Context: an optimization exercise on an open-source flow, tuned for small area. The choices shown serve that exercise and are no tape-out recipe. Only simulation tests tie the RTL to the original design; equivalence was not proved. No driver is modelled on the clock port, so clock power and skew are understated where the tree is cut down; a real chip needs a root buffer or a tree. Power is estimated from default activity; no workload was simulated.

## spi_top
module spi_top (
    input         clk,
    input         rst_n,
    input  [31:0] in_data_A,         
    output [31:0] out_data_B,        
    output [31:0] out_data_A,        
    output        done_A_to_B,       
    output        response_ready,    
    output        done_B_to_A        
);
    reg [1:0]  ph;
    reg [5:0]  n;
    reg [31:0] tx;
    reg [31:0] rx;
    reg [31:0] data_b;
    wire [1:0] ph_next;
    wire [5:0] n_next;
    wire ld_tx, sh_tx, hold_tx, fill, ld_b, hold_b, sh_rx, hold_rx, rx_bit;
    wire dab, rr, dba;
    ctl u_ctl (.ph(ph), .n(n), .tx(tx),
               .ph_next(ph_next), .n_next(n_next),
               .ld_tx(ld_tx), .sh_tx(sh_tx), .hold_tx(hold_tx), .fill(fill),
               .ld_b(ld_b), .hold_b(hold_b), .sh_rx(sh_rx), .hold_rx(hold_rx),
               .rx_bit(rx_bit),
               .done_A_to_B(dab), .response_ready(rr), .done_B_to_A(dba));
    always @(posedge clk or negedge rst_n) begin
        if (!rst_n) begin
            ph <= 2'd0;
            n  <= 6'd59;
        end else begin
            ph <= ph_next;
            n  <= n_next;
        end
    end
    wire [31:0] tx_next, b_next, rx_next;
    genvar i;
    generate
        for (i = 0; i < 32; i = i + 1) begin : g_bit
            sel3 u_tx (.s0(ld_tx), .d0(in_data_A[i]),
                       .s1(sh_tx), .d1(i == 0 ? fill : tx[(i + 31) % 32]),
                       .s2(hold_tx), .d2(tx[i]), .y(tx_next[i]));
            sel2 u_b  (.s0(ld_b), .d0(tx[(i + 31) % 32]),
                       .s1(hold_b), .d1(data_b[i]), .y(b_next[i]));
  ...
Size: roughly 300 cells after synthesis, ~3800 µm² of cells after synthesis.
Settings: LEC_CHECK=0, CAP_MARGIN=20, CORE_MARGIN=2, CORE_UTILIZATION=50, SLEW_MARGIN=20, SYNTH_HIERARCHICAL=1; clock period 5.0 ns.
standard.sh (not shown) runs the stock make flow with config.mk's settings and CLKGATE_MAP_FILE= SYNTH_SCRIPT=/design/flow/synth_recipe.tcl, a recipe that flattens the netlist after the stock synthesis.
==> flow/flow/run.sh <==
#!/bin/bash
# The standard layout, with the smallest buffer on the ports instead of the
# resizer's default pick, and a clock tree without dummy loads.
set -euo pipefail
bash standard.sh \
  "BUFFER_PORTS_ARGS=-buffer_cell sky130_fd_sc_hd__buf_1" \
  "CTS_ARGS=-sink_clustering_enable -repair_clock_nets -dont_use_dummy_load" \
  finish > standard.log 2>&1
==> next run, changes <==
--- a/flow/config.mk
+++ b/flow/config.mk
@@ -9,3 +9,3 @@
 export CORE_MARGIN = 2
-export CORE_UTILIZATION = 50
+export CORE_UTILIZATION = 80
 export SLEW_MARGIN = 20
Result: The changed run died in global placement (3_3_place_gp). Area after synthesis does not change. Synthesized cell count does not change.
==> next run, changes <==
--- a/flow/config.mk
+++ b/flow/config.mk
@@ -9,3 +9,3 @@
 export CORE_MARGIN = 2
-export CORE_UTILIZATION = 80
+export CORE_UTILIZATION = 65
 export SLEW_MARGIN = 20
Now the flow finished with timing, DRC and antenna clean. Synthesized area is unchanged. Synthesized cell count does not change.

spi_top, a different RTL version from the one above (not shown whole).
For scale: roughly 300 cells after synthesis, roughly 100 flip-flops, about 100 I/O pins, about 3900 µm² of cells after synthesis.
export LEC_CHECK = 0
export CAP_MARGIN = 20
export CORE_MARGIN = 2
export CORE_UTILIZATION = 65
export SLEW_MARGIN = 20
export SYNTH_HIERARCHICAL = 1
create_clock -name core_clock -period 5.0 [get_ports {clk}]
==> flow/flow/run.sh <==
#!/bin/bash
# The standard layout, with:
# - the smallest buffer on the ports instead of the resizer's default pick;
# - a clock tree of clkbuf_4 leaves under a clkbuf_8 root;
# - ABC's buffers removed before placement, and cells on paths with slack
#   downsized after global routing.
set -euo pipefail
bash standard.sh \
  "BUFFER_PORTS_ARGS=-buffer_cell sky130_fd_sc_hd__buf_1" \
  "CTS_ARGS=-sink_clustering_enable -repair_clock_nets -buf_list sky130_fd_sc_hd__clkbuf_4 -root_buf sky130_fd_sc_hd__clkbuf_8" \
  "REMOVE_ABC_BUFFERS=1" \
  "RECOVER_POWER=100" \
  finish > standard.log 2>&1
The baseline produced a layout that fails on max-capacitance violations, max-slew violations.
Next try:
==> flow/flow/run.sh (replaced) <==
#!/bin/bash
# The standard layout, with the smallest buffer on the ports instead of the
# resizer's default pick.
set -euo pipefail
bash standard.sh "BUFFER_PORTS_ARGS=-buffer_cell sky130_fd_sc_hd__buf_1" finish > standard.log 2>&1
- CORE_UTILIZATION: 65 -> 40
Result:
- The new run produced a clean layout
- worst hold slack barely changes
- synthesized area does not change
- sequential cell count is unchanged
- global-route usage came out lower by 9.8 points
Next try:
==> flow/flow/run.sh (replaced) <==
#!/bin/bash
# The standard layout, with:
# - the smallest buffer on the ports instead of the resizer's default pick;
# - a clock tree of clkbuf_4 leaves under a clkbuf_8 root.
set -euo pipefail
bash standard.sh \
  "BUFFER_PORTS_ARGS=-buffer_cell sky130_fd_sc_hd__buf_1" \
  "CTS_ARGS=-sink_clustering_enable -repair_clock_nets -buf_list sky130_fd_sc_hd__clkbuf_4 -root_buf sky130_fd_sc_hd__clkbuf_8" \
  finish > standard.log 2>&1
- CORE_UTILIZATION: 40 -> 65
What happened: The new run went through all stages and came out clean; routed wire length decreases by 2.8%; non-clock buffer count decreases by 1; global-route usage increases by 9.8 points.
Next try:
==> flow/flow/run.sh (replaced) <==
#!/bin/bash
# The standard layout, with the smallest buffer on the ports instead of the
# resizer's default pick.
set -euo pipefail
bash standard.sh "BUFFER_PORTS_ARGS=-buffer_cell sky130_fd_sc_hd__buf_1" finish > standard.log 2>&1
- CTS_BUF_LIST: unset -> sky130_fd_sc_hd__clkbuf_16
- CTS_CLUSTER_DIAMETER: unset -> 100
- CTS_CLUSTER_SIZE: unset -> 50
Outcome: Final area goes up by a few percent. Setup slack improves by 0.046 ns. Area after synthesis does not change. Power grows by roughly a tenth. Routed wire length increases by a few percent. Final cell count stays flat. Clock power rose by a quarter to a third.

spi_top, a different RTL version from the one above (not shown whole).
For scale: about 290 cells after synthesis, about 100 flip-flops, about 100 I/O pins, ~3700 um^2 of cells after synthesis.
Design spi_top, start of the top module:
module spi_top (
    input         clk,
    input         rst_n,
    input  [31:0] in_data_A,         
    output [31:0] out_data_B,        
    output [31:0] out_data_A,        
    output        done_A_to_B,       
    output        response_ready,    
    output        done_B_to_A        
);
==> flow/config.mk <==
export PLATFORM = sky130hd
export DESIGN_NAME = spi_top
export DESIGN_NICKNAME = spi_top
export VERILOG_FILES = /design/flow/design.v
export SDC_FILE = /design/flow/constraint.sdc
export NUM_CORES = 4
export LEC_CHECK = 0
export CAP_MARGIN = 20
export CORE_MARGIN = 2
export CORE_UTILIZATION = 65
export SLEW_MARGIN = 20
export SYNTH_HIERARCHICAL = 1
==> flow/constraint.sdc <==
create_clock -name core_clock -period 5.0 [get_ports {clk}]
set_input_delay 1.0000 -clock core_clock [delete_from_list [all_inputs] [get_ports {clk}]]
set_output_delay 1.0000 -clock core_clock [all_outputs]
set_load 0.01 [all_outputs]
==> flow/flow/run.sh <==
#!/bin/bash
# The standard layout, with:
# - the smallest buffer on the ports instead of the resizer's default pick;
# - a clock tree without dummy loads, whose leaves flow/merge_leaves.tcl then
#   merges pairwise into four clkbuf_16s (CTS stops its H-tree at 15 sinks a
#   leaf), driven straight from the clock port.
set -euo pipefail
bash standard.sh \
  "BUFFER_PORTS_ARGS=-buffer_cell sky130_fd_sc_hd__buf_1" \
  "CTS_ARGS=-sink_clustering_enable -repair_clock_nets -dont_use_dummy_load -root_buf sky130_fd_sc_hd__clkbuf_4" \
  "POST_CTS_TCL=$PWD/flow/merge_leaves.tcl" \
  finish > standard.log 2>&1
==> flow/flow/merge_leaves.tcl <==
# Post-CTS: halve the number of clock leaf buffers. TritonCTS stops its H-tree at
# 15 sinks per leaf; for this design two neighbouring leaves fit one clkbuf_16.
# Each leaf buffer is paired with its nearest unpaired neighbour, the pair's
# sinks moved onto one buffer, the other buffer removed, and the kept buffer
# sized up. The leaves stay on the same root, one level down, so every sink
# keeps the same number of buffers on its clock path.
proc clk_leaf_merge { } {
  set block [ord::get_db_block]
  set clknet [$block findNet clk]
  set roots {}
  foreach it [$clknet getITerms] { if {[$it isInputSignal]} { lappend roots [$it getInst] } }
  if {[llength $roots] != 1} { puts "merge: [llength $roots] roots, skipped"; return }
  set root [lindex $roots 0]
  set rootnet [[$root findITerm X] getNet]
  set leaves {}
  foreach it [$rootnet getITerms] {
    if {[$it isInputSignal]} {
      set inst [$it getInst]
      if {![string match *clkbuf* [[$inst getMaster] getName]]} { puts "merge: root drives [[$inst getMaster] getName], skipped"; return }
      lappend leaves $inst
    }
  }
  puts "merge: [llength $leaves] leaves"
  set left $leaves
  while {[llength $left] >= 2} {
    set a [lindex $left 0]
    set left [lrange $left 1 end]
    lassign [$a getLocation] ax ay
    set best -1; set bd 1e18
    for {set i 0} {$i < [llength $left]} {incr i} {
      lassign [[lindex $left $i] getLocation] bx by
      set d [expr {abs($ax-$bx) + abs($ay-$by)}]
      if {$d < $bd} { set bd $d; set best $i }
    }
    set b [lindex $left $best]
    set left [lreplace $left $best $best]
    set na [[$a findITerm X] getNet]
    set nb [[$b findITerm X] getNet]
    foreach it [$nb getITerms] {
      if {[$it isInputSignal]} { $it disconnect; $it connect $na }
    }
    # move the kept buffer to the middle of the pair
    lassign [$b getLocation] bx by
    $a setLocation [expr {($ax+$bx)/2}] [expr {($ay+$by)/2}]
    [$b findITerm A] disconnect
    odb::dbInst_destroy $b
    odb::dbNet_destroy $nb
    replace_cell [get_cells [$a getName]] sky130_fd_sc_hd__clkbuf_16
  }
}
proc clk_root_drop { } {
  set block [ord::get_db_block]
  set clknet [$block findNet clk]
  set roots {}
  foreach it [$clknet getITerms] { if {[$it isInputSignal]} { lappend roots [$it getInst] } }
  if {[llength $roots] != 1} { return }
  set root [lindex $roots 0]
  set rootnet [[$root findITerm X] getNet]
  set loads {}
  foreach it [$rootnet getITerms] { if {[$it isInputSignal]} { lappend loads $it } }
  if {[llength $loads] > 4} { puts "drop: [llength $loads] leaves, root kept"; return }
  foreach it $loads { $it disconnect; $it connect $clknet }
  [$root findITerm A] disconnect
  odb::dbInst_destroy $root
  odb::dbNet_destroy $rootnet
  puts "drop: root removed, clk drives [llength $loads] leaves"
}
clk_leaf_merge
clk_root_drop
detailed_placement
estimate_parasitics -placement
Edit:
--- a/flow/flow/run.sh
+++ b/flow/flow/run.sh
@@ -4,4 +4,3 @@
 # - a clock tree without dummy loads, whose leaves flow/merge_leaves.tcl then
-#   merges pairwise into four clkbuf_16s (CTS stops its H-tree at 15 sinks a
-#   leaf), driven straight from the clock port.
+#   merges pairwise into clkbuf_16s (CTS stops its H-tree at 15 sinks a leaf).
 set -euo pipefail
--- a/flow/flow/merge_leaves.tcl
+++ b/flow/flow/merge_leaves.tcl
@@ -50,21 +50,3 @@
 }
-proc clk_root_drop { } {
-  set block [ord::get_db_block]
-  set clknet [$block findNet clk]
-  set roots {}
-  foreach it [$clknet getITerms] { if {[$it isInputSignal]} { lappend roots [$it getInst] } }
-  if {[llength $roots] != 1} { return }
-  set root [lindex $roots 0]
-  set rootnet [[$root findITerm X] getNet]
-  set loads {}
-  foreach it [$rootnet getITerms] { if {[$it isInputSignal]} { lappend loads $it } }
-  if {[llength $loads] > 4} { puts "drop: [llength $loads] leaves, root kept"; return }
-  foreach it $loads { $it disconnect; $it connect $clknet }
-  [$root findITerm A] disconnect
-  odb::dbInst_destroy $root
-  odb::dbNet_destroy $rootnet
-  puts "drop: root removed, clk drives [llength $loads] leaves"
-}
 clk_leaf_merge
-clk_root_drop
 detailed_placement
- CORE_UTILIZATION: 65 -> 70
Result: Combinational power hardly moves; sequential share of layout area barely changes; die area came out lower by 6.8%; synthesized cell count stays the same; global-route usage increases by 4.0 points; clock power goes up by 13%.
Edit:
--- a/flow/flow/run.sh
+++ b/flow/flow/run.sh
@@ -4,3 +4,4 @@
 # - a clock tree without dummy loads, whose leaves flow/merge_leaves.tcl then
-#   merges pairwise into clkbuf_16s (CTS stops its H-tree at 15 sinks a leaf).
+#   merges pairwise into four clkbuf_16s (CTS stops its H-tree at 15 sinks a
+#   leaf), driven straight from the clock port.
 set -euo pipefail
--- a/flow/flow/merge_leaves.tcl
+++ b/flow/flow/merge_leaves.tcl
@@ -50,3 +50,21 @@
 }
+proc clk_root_drop { } {
+  set block [ord::get_db_block]
+  set clknet [$block findNet clk]
+  set roots {}
+  foreach it [$clknet getITerms] { if {[$it isInputSignal]} { lappend roots [$it getInst] } }
+  if {[llength $roots] != 1} { return }
+  set root [lindex $roots 0]
+  set rootnet [[$root findITerm X] getNet]
+  set loads {}
+  foreach it [$rootnet getITerms] { if {[$it isInputSignal]} { lappend loads $it } }
+  if {[llength $loads] > 4} { puts "drop: [llength $loads] leaves, root kept"; return }
+  foreach it $loads { $it disconnect; $it connect $clknet }
+  [$root findITerm A] disconnect
+  odb::dbInst_destroy $root
+  odb::dbNet_destroy $rootnet
+  puts "drop: root removed, clk drives [llength $loads] leaves"
+}
 clk_leaf_merge
+clk_root_drop
 detailed_placement
- CAP_MARGIN: 20 -> 10
- CORE_UTILIZATION: 70 -> 65
- SLEW_MARGIN: 20 -> 10
What happened: Total power goes down by about 3.2%. Clock-buffer cell count drops by 1. Global-route usage is lower by 4.0 points. Wire length goes down by about 4%. Final cell count barely changes. Cell area is about the same. Setup slack is worse by 210 ps. Clock power went down by about 10%.

port drivers added, routing unchanged:
No port has a modelled driver above. Below, the same layouts with a new extraction and two added sets of constraints.
Step 1 sets driving cells, clkbuf_16 on the clock port and buf_2 on the other inputs (assumed; they add their load-dependent delay and slew).
Step 2 times the ports against the registers' clock, not the clock port: input delays grow and output delays shrink by t, the midpoint of the rising clock arrivals with the driver on.
Slacks: ideal ports / drivers / drivers and shift; pairs: ideal ports / drivers.
run	t (ns)	setup WS [ns]	slew at the worst register clock pin (ns)
the first run of note 1	0.367	1.928 / 1.928 / 1.928	0.10 / 0.10
the third run of note 1	0.370	1.962 / 1.931 / 2.102	0.10 / 0.10
the first run of note 2	0.391	1.328 / 1.328 / 1.328	0.10 / 0.10
the second run of note 2	0.385	1.966 / 1.934 / 2.237	0.11 / 0.11
the third run of note 2	0.403	1.951 / 1.919 / 2.298	0.10 / 0.10
the fourth run of note 2	0.369	1.997 / 1.961 / 2.294	0.07 / 0.07
the first run of note 3	0.227	2.225 / 2.224 / 2.224	0.10 / 0.10
the second run of note 3	0.443	2.169 / 2.156 / 2.169	0.10 / 0.10
the third run of note 3	0.228	1.958 / 1.958 / 1.958	0.10 / 0.10
The setup slack of the first run of note 3, which loses most, moves by -0.001 ns with the drivers and by -0.001 ns with both steps.
